From an optimization exercise on the open Yosys and OpenROAD flow, aimed at small area and a short achievable clock period; shortcuts taken in it are not production practice.
Function was checked by simulation only, so behaviour that the tests miss may differ from the original.
The flow treats the clock pin as an ideal source, which a real chip does not have.
Power is estimated from default activity; no workload was simulated.

== run A ==
==> flow/design.v <==
`timescale 1ns/1ps
module fifo #(
    parameter N = 32,
    parameter depth = 3  
)(
    input wire clk,
    input wire reset,
    input wire wr_en,
    input wire rd_en,
    input [N-1:0] din,
    output reg [N-1:0] dout,
    output reg full,
    output reg empty
);
    localparam DEPTH = 2**depth;
    reg [DEPTH-1:0] wr_oh, rd_oh;    
    reg [N-1:0] mem [0:DEPTH-1];
    reg nempty;
    wire wr_fire = wr_en & ~full;
    wire rd_fire = rd_en & nempty;
    wire rd_fire_n = ~rd_fire;
    wire [DEPTH-1:0] wsel = wr_oh & {DEPTH{wr_fire}};
    wire [DEPTH-1:0] rsel = rd_oh & {DEPTH{rd_fire}};
    wire [DEPTH-1:0] wr_oh_inc = {wr_oh[DEPTH-2:0], wr_oh[DEPTH-1]};
    wire [DEPTH-1:0] rd_oh_inc = {rd_oh[DEPTH-2:0], rd_oh[DEPTH-1]};
    wire [N-1:0] dout_nx;
    wire [N-1:0] g0, g1, g2;
    genvar b;
    generate
        for (b = 0; b < N; b = b + 1) begin : rd
            fifo_aoi222 u0 (.a1(rsel[0]), .a2(mem[0][b]), .b1(rsel[1]), .b2(mem[1][b]),
                            .c1(rsel[2]), .c2(mem[2][b]), .y(g0[b]));
            fifo_aoi222 u1 (.a1(rsel[3]), .a2(mem[3][b]), .b1(rsel[4]), .b2(mem[4][b]),
                            .c1(rsel[5]), .c2(mem[5][b]), .y(g1[b]));
            fifo_aoi222 u2 (.a1(rsel[6]), .a2(mem[6][b]), .b1(rsel[7]), .b2(mem[7][b]),
                            .c1(rd_fire_n), .c2(dout[b]), .y(g2[b]));
            fifo_nand3 u3 (.a(g0[b]), .b(g1[b]), .c(g2[b]), .y(dout_nx[b]));
        end
    endgenerate
    integer i;
    always @(posedge clk) begin
        for (i = 0; i < DEPTH; i = i + 1)
            if (wsel[i])
                mem[i] <= din;
    end
    wire w_meets = |(wr_oh_inc & rd_oh);
    wire r_meets = |(rd_oh_inc & wr_oh);
    wire full_nx  = ~rd_fire & (full | (wr_fire & w_meets));
    wire empty_nx = ~wr_fire & (~nempty | (rd_fire & r_meets));
    always @(posedge clk or posedge reset) begin
        if (reset) begin
            wr_oh  <= {{(DEPTH-1){1'b0}}, 1'b1};
            rd_oh  <= {{(DEPTH-1){1'b0}}, 1'b1};
            dout   <= 0;
            full   <= 1'b0;
            nempty <= 1'b0;
            empty  <= 1'b1;
        end else begin
            if (wr_fire)
                wr_oh <= wr_oh_inc;
            if (rd_fire)
                rd_oh <= rd_oh_inc;
            dout   <= dout_nx;
            full   <= full_nx;
            nempty <= ~empty_nx;
            empty  <= empty_nx;
        end
    end
endmodule
module fifo_aoi222 (
    input wire a1, a2, b1, b2, c1, c2,
    output wire y
);
    assign y = ~((a1 & a2) | (b1 & b2) | (c1 & c2));
endmodule
module fifo_nand3 (
    input wire a, b, c,
    output wire y
);
    assign y = ~(a & b & c);
endmodule
export LEC_CHECK = 0
export CAP_MARGIN = 20
export CORE_MARGIN = 2
export CORE_UTILIZATION = 55
export CTS_CLUSTER_DIAMETER = 100
export CTS_CLUSTER_SIZE = 30
export SETUP_SLACK_MARGIN = 1.38
export SLEW_MARGIN = 20
export SYNTH_HIERARCHICAL = 1
export SYNTH_MINIMUM_KEEP_SIZE = 0
create_clock -name core_clock -period 3.0 [get_ports {clk}]
standard.sh (not shown) runs the stock make flow with config.mk's settings and CLKGATE_MAP_FILE= SYNTH_SCRIPT=/design/flow/synth_recipe.tcl, a recipe that flattens the netlist after the stock synthesis.
==> flow/flow/run.sh <==
#!/bin/bash
# Own layout flow: the standard synthesis unchanged, then the standard ORFS
# layout with smaller port buffers, without the delay buffer cells, and with a
# clock tree one level shallower (see cts_hook.tcl).
set -euo pipefail
here=$(pwd)

bash standard.sh synth > synth.log 2>&1

platform_dont_use="sky130_fd_sc_hd__probe_p_8 sky130_fd_sc_hd__probec_p_8 sky130_fd_sc_hd__lpflow_bleeder_1 sky130_fd_sc_hd__lpflow_clkbufkapwr_1 sky130_fd_sc_hd__lpflow_clkbufkapwr_16 sky130_fd_sc_hd__lpflow_clkbufkapwr_2 sky130_fd_sc_hd__lpflow_clkbufkapwr_4 sky130_fd_sc_hd__lpflow_clkbufkapwr_8 sky130_fd_sc_hd__lpflow_clkinvkapwr_1 sky130_fd_sc_hd__lpflow_clkinvkapwr_16 sky130_fd_sc_hd__lpflow_clkinvkapwr_2 sky130_fd_sc_hd__lpflow_clkinvkapwr_4 sky130_fd_sc_hd__lpflow_clkinvkapwr_8 sky130_fd_sc_hd__lpflow_decapkapwr_12 sky130_fd_sc_hd__lpflow_decapkapwr_3 sky130_fd_sc_hd__lpflow_decapkapwr_4 sky130_fd_sc_hd__lpflow_decapkapwr_6 sky130_fd_sc_hd__lpflow_decapkapwr_8 sky130_fd_sc_hd__lpflow_inputiso0n_1 sky130_fd_sc_hd__lpflow_inputiso0p_1 sky130_fd_sc_hd__lpflow_inputiso1n_1 sky130_fd_sc_hd__lpflow_inputiso1p_1 sky130_fd_sc_hd__lpflow_inputisolatch_1 sky130_fd_sc_hd__lpflow_isobufsrc_1 sky130_fd_sc_hd__lpflow_isobufsrc_16 sky130_fd_sc_hd__lpflow_isobufsrc_2 sky130_fd_sc_hd__lpflow_isobufsrc_4 sky130_fd_sc_hd__lpflow_isobufsrc_8 sky130_fd_sc_hd__lpflow_isobufsrckapwr_16 sky130_fd_sc_hd__lpflow_lsbuf_lh_hl_isowell_tap_1 sky130_fd_sc_hd__lpflow_lsbuf_lh_hl_isowell_tap_2 sky130_fd_sc_hd__lpflow_lsbuf_lh_hl_isowell_tap_4 sky130_fd_sc_hd__lpflow_lsbuf_lh_isowell_4 sky130_fd_sc_hd__lpflow_lsbuf_lh_isowell_tap_1 sky130_fd_sc_hd__lpflow_lsbuf_lh_isowell_tap_2 sky130_fd_sc_hd__lpflow_lsbuf_lh_isowell_tap_4"
extra_dont_use="sky130_fd_sc_hd__clkdlybuf4s* sky130_fd_sc_hd__dlygate* sky130_fd_sc_hd__dlymetal*"

bash standard.sh \
  "BUFFER_PORTS_ARGS=-buffer_cell sky130_fd_sc_hd__buf_2" \
  "DONT_USE_CELLS=$platform_dont_use $extra_dont_use" \
  "PRE_CTS_TCL=$here/flow/cts_hook.tcl" \
  finish > layout.log 2>&1
==> flow/flow/cts_hook.tcl <==
# PRE_CTS hook: after TritonCTS builds the tree, replace its upper levels by
# NROOT root buffers driven straight from the clock port, each placed at the
# centre of the group of sink-cluster (leaf) buffers it drives. Every register
# still sees the same number of buffer levels (root, leaf), so the tree stays
# balanced; it only gets one level shallower.
proc rebuild_clock_roots {nroot master_name} {
  set block [ord::get_db_block]
  set db [ord::get_db]
  set master [$db findMaster $master_name]
  set port_net [$block findNet clk]
  set leaves {}
  set others {}
  foreach inst [$block getInsts] {
    set name [$inst getName]
    if {[string match "clkbuf_leaf_*" $name]} { lappend leaves $inst } elseif {[string match "clkbuf_*" $name]} { lappend others $inst }
  }
  # remove the upper levels
  foreach inst $others {
    set outIT [$inst findITerm X]; set onet [$outIT getNet]
    $outIT disconnect; [$inst findITerm A] disconnect
    odb::dbInst_destroy $inst
    # dummy loads CTS hung on this level go with it
    foreach it [$onet getITerms] {
      set load [$it getInst]
      if {[string match "clkload*" [$load getName]]} { odb::dbInst_destroy $load }
    }
    if {[$onet getName] != "clk"} { odb::dbNet_destroy $onet }
  }
  # leaf locations
  set pts {}
  foreach l $leaves {
    set bb [$l getBBox]
    lappend pts [list $l [expr {([$bb xMin]+[$bb xMax])/2}] [expr {([$bb yMin]+[$bb yMax])/2}]]
  }
  # k-means on leaf locations
  set n [llength $pts]
  set cents {}
  for {set k 0} {$k < $nroot} {incr k} {
    set p [lindex [lsort -integer -index 1 $pts] [expr {int(($k + 0.5) * $n / $nroot)}]]
    lappend cents [list [lindex $p 1] [lindex $p 2]]
  }
  for {set it 0} {$it < 50} {incr it} {
    set groups {}
    for {set k 0} {$k < $nroot} {incr k} { lappend groups {} }
    foreach p $pts {
      set best 0; set bd 1e18
      for {set k 0} {$k < $nroot} {incr k} {
        set c [lindex $cents $k]
        set d [expr {abs([lindex $p 1]-[lindex $c 0]) + abs([lindex $p 2]-[lindex $c 1])}]
        if {$d < $bd} { set bd $d; set best $k }
      }
      lset groups $best [concat [lindex $groups $best] [list $p]]
    }
    set cents {}
    foreach g $groups {
      if {[llength $g] == 0} { lappend cents {0 0}; continue }
      set sx 0; set sy 0
      foreach p $g { set sx [expr {$sx + [lindex $p 1]}]; set sy [expr {$sy + [lindex $p 2]}] }
      lappend cents [list [expr {$sx / [llength $g]}] [expr {$sy / [llength $g]}]]
    }
  }
  set k 0
  foreach g $groups c $cents {
    if {[llength $g] == 0} continue
    set inst [odb::dbInst_create $block $master "clkbuf_root_$k"]
    $inst setLocation [lindex $c 0] [lindex $c 1]
    $inst setPlacementStatus PLACED
    set net [odb::dbNet_create $block "clknet_root_$k"]
    $net setSigType CLOCK
    [$inst findITerm A] connect $port_net
    [$inst findITerm X] connect $net
    foreach p $g { [[lindex $p 0] findITerm A] disconnect; [[lindex $p 0] findITerm A] connect $net }
    incr k
  }
  puts "rebuilt clock roots: $k roots over [llength $leaves] leaves"
}

rename clock_tree_synthesis my_orig_clock_tree_synthesis
proc clock_tree_synthesis {args} {
  my_orig_clock_tree_synthesis {*}$args
  rebuild_clock_roots 4 sky130_fd_sc_hd__clkbuf_16
}
Here is what was changed in the inputs of run B compared with run A.
Settings: a change of SETUP_SLACK_MARGIN from 1.38 to 1.4.
-- flow/flow/run.sh --
<<< run A, line 15
>>> run B, line 15
  "PRE_GLOBAL_PLACE_TCL=$here/flow/io_hook.tcl" \
==> flow/flow/io_hook.tcl (new file) <==
# PRE_GLOBAL_PLACE hook: every port still gets a buffer, but the inputs, which
# have ample slack, get the smallest one and the outputs a buf_2.
rename buffer_ports my_orig_buffer_ports
proc buffer_ports {args} {
  my_orig_buffer_ports -inputs -buffer_cell sky130_fd_sc_hd__buf_1
  my_orig_buffer_ports -outputs -buffer_cell sky130_fd_sc_hd__buf_2
}
[summary]
- In run B, placer congestion estimate is lower than in run A.
- Smallest setup slack after layout is lower on run B
- In terms of register share of total power, run B and run A differ only marginally.
Inputs modified between run B and run C:
Settings: a change of SETUP_SLACK_MARGIN from 1.4 to 1.35.
-- flow/flow/run.sh --
<<< run B, line 15
  "PRE_GLOBAL_PLACE_TCL=$here/flow/io_hook.tcl" \
>>> run C, line 15
removed: flow/flow/io_hook.tcl
==> comparison <==
- Compared run B against run C; combinational cell fraction of total power within noise.
- Going from run B to run C, maximum frequency shrank slightly.
- As far as met3 track demand over resource is concerned, run C and run B perform about the same.
- Re number of multi-input combinational cells: run B was higher than run C.
- A timing endpoint of the critical path of mem[7][2] is what run C shows, while mem[1][27] belongs to run B.
- On total power per unit cell area, run C and run B are neck and neck.
- In terms of post-layout total power, run B and run C differ only marginally.
- Wire length (lower): run C
- Run C reached the end of the flow, and the finished layout is clean on the timing, DRC and antenna checks.
- Comparing run B against run C, there is no change at all in total stage count of the critical path.
Inputs modified between run C and run D:
Settings: SETUP_SLACK_MARGIN now 1.42, was 1.35.
Results
Run D: all stages complete, timing, DRC and antenna checks passed
On net switching share of the total power, run C and run D are basically level.
In the final reports, the cell area of run D is larger than that of run C.
Number of buffer cells added on primary ports: run C vs run D identical
Compared run C against run D; total power draw within noise.
Going from run C to run D, period utilization moved down; wire length reported by the detailed router now larger; worst slack on hold paths went up 160 ps.
The following lists how run E was set up differently from run D:
Settings: SETUP_SLACK_MARGIN now 1.5, was 1.42.
Notes after the runs:
Going from run D to run E, the aggregate routed wire length was found to have gone up by 22%. Biggest cell delay along the critical path for run E: 50 ps up relative to run D. The maximum net fanout on the critical path number comes out lower for run E vs run D. First-pass GRT wire length (run E vs. run D) increases by more than 10%.
The following lists how run F was set up differently from run E:
Settings: changing SETUP_SLACK_MARGIN from 1.5 to 1.3.
-- flow/flow/cts_hook.tcl --
<<< run E, line 22
    # dummy loads CTS hung on this level go with it
    foreach it [$onet getITerms] {
      set load [$it getInst]
      if {[string match "clkload*" [$load getName]]} { odb::dbInst_destroy $load }
    }
>>> run F, line 22
### Flow results
Run F reached the end of the flow, and the finished layout is clean on the timing, DRC and antenna checks.
No stage failed in run E, and the final checks on the layout all came back clean.
For run E, the source of the critical timing path was empty, unlike run F, where it was nempty.
[run F vs run E] fraction of final layout cells sized beyond drive strength 1: lower in run F
Diff run E -> run F: area of combinational cells with multiple inputs saw a decrease, maximum frequency went down by 8.7%, endpoint required time on the critical path went up, wire length on met2 lower, sum of routed wire length over all layers now sits lower.
| total number of nets in the final design | run F vs run E | 22 lower |
Side by side, worst setup slack turned out lower in run F than in run E.

-- port drivers added, routing unchanged --
The results above use ideal ports. As a check the final layouts listed here were re-extracted and re-timed, cells and wires unchanged.
Step 1 (the two cells are an assumption about what drives the block):
set clk [get_ports {clk}]
set_driving_cell -lib_cell sky130_fd_sc_hd__clkbuf_16 $clk
set_driving_cell -lib_cell sky130_fd_sc_hd__buf_2 [delete_from_list [all_inputs] $clk]
Step 2 times the ports against the registers' clock, not the clock port: input delays grow and output delays shrink by t, the midpoint of the rising clock arrivals with the driver on.
Slacks: ideal ports / drivers / drivers and shift; pairs: ideal ports / drivers.
| run | t, ns | setup WS [ns] | worst data-port slew with drivers (ns) | pins driven straight from the clock port |
|---|---|---|---|---|
| run A | 0.408 | 1.351 / 1.351 / 1.045 | 0.06 | 4 |
| run B | 0.388 | 1.319 / 1.319 / 0.992 | 0.06 | 4 |
| run C | 0.400 | 1.304 / 1.305 / 1.006 | 0.06 | 4 |
| run D | 0.397 | 1.431 / 1.351 / 1.136 | 0.06 | 4 |
| run E | 0.402 | 1.461 / 1.367 / 1.148 | 0.06 | 4 |
| run F | 0.397 | 1.313 / 1.313 / 1.065 | 0.04 | 4 |
After both steps setup and hold are still met in every run listed. The setup slack of run B, which loses most, moves by 0.000 ns with the drivers and by -0.327 ns with both steps.
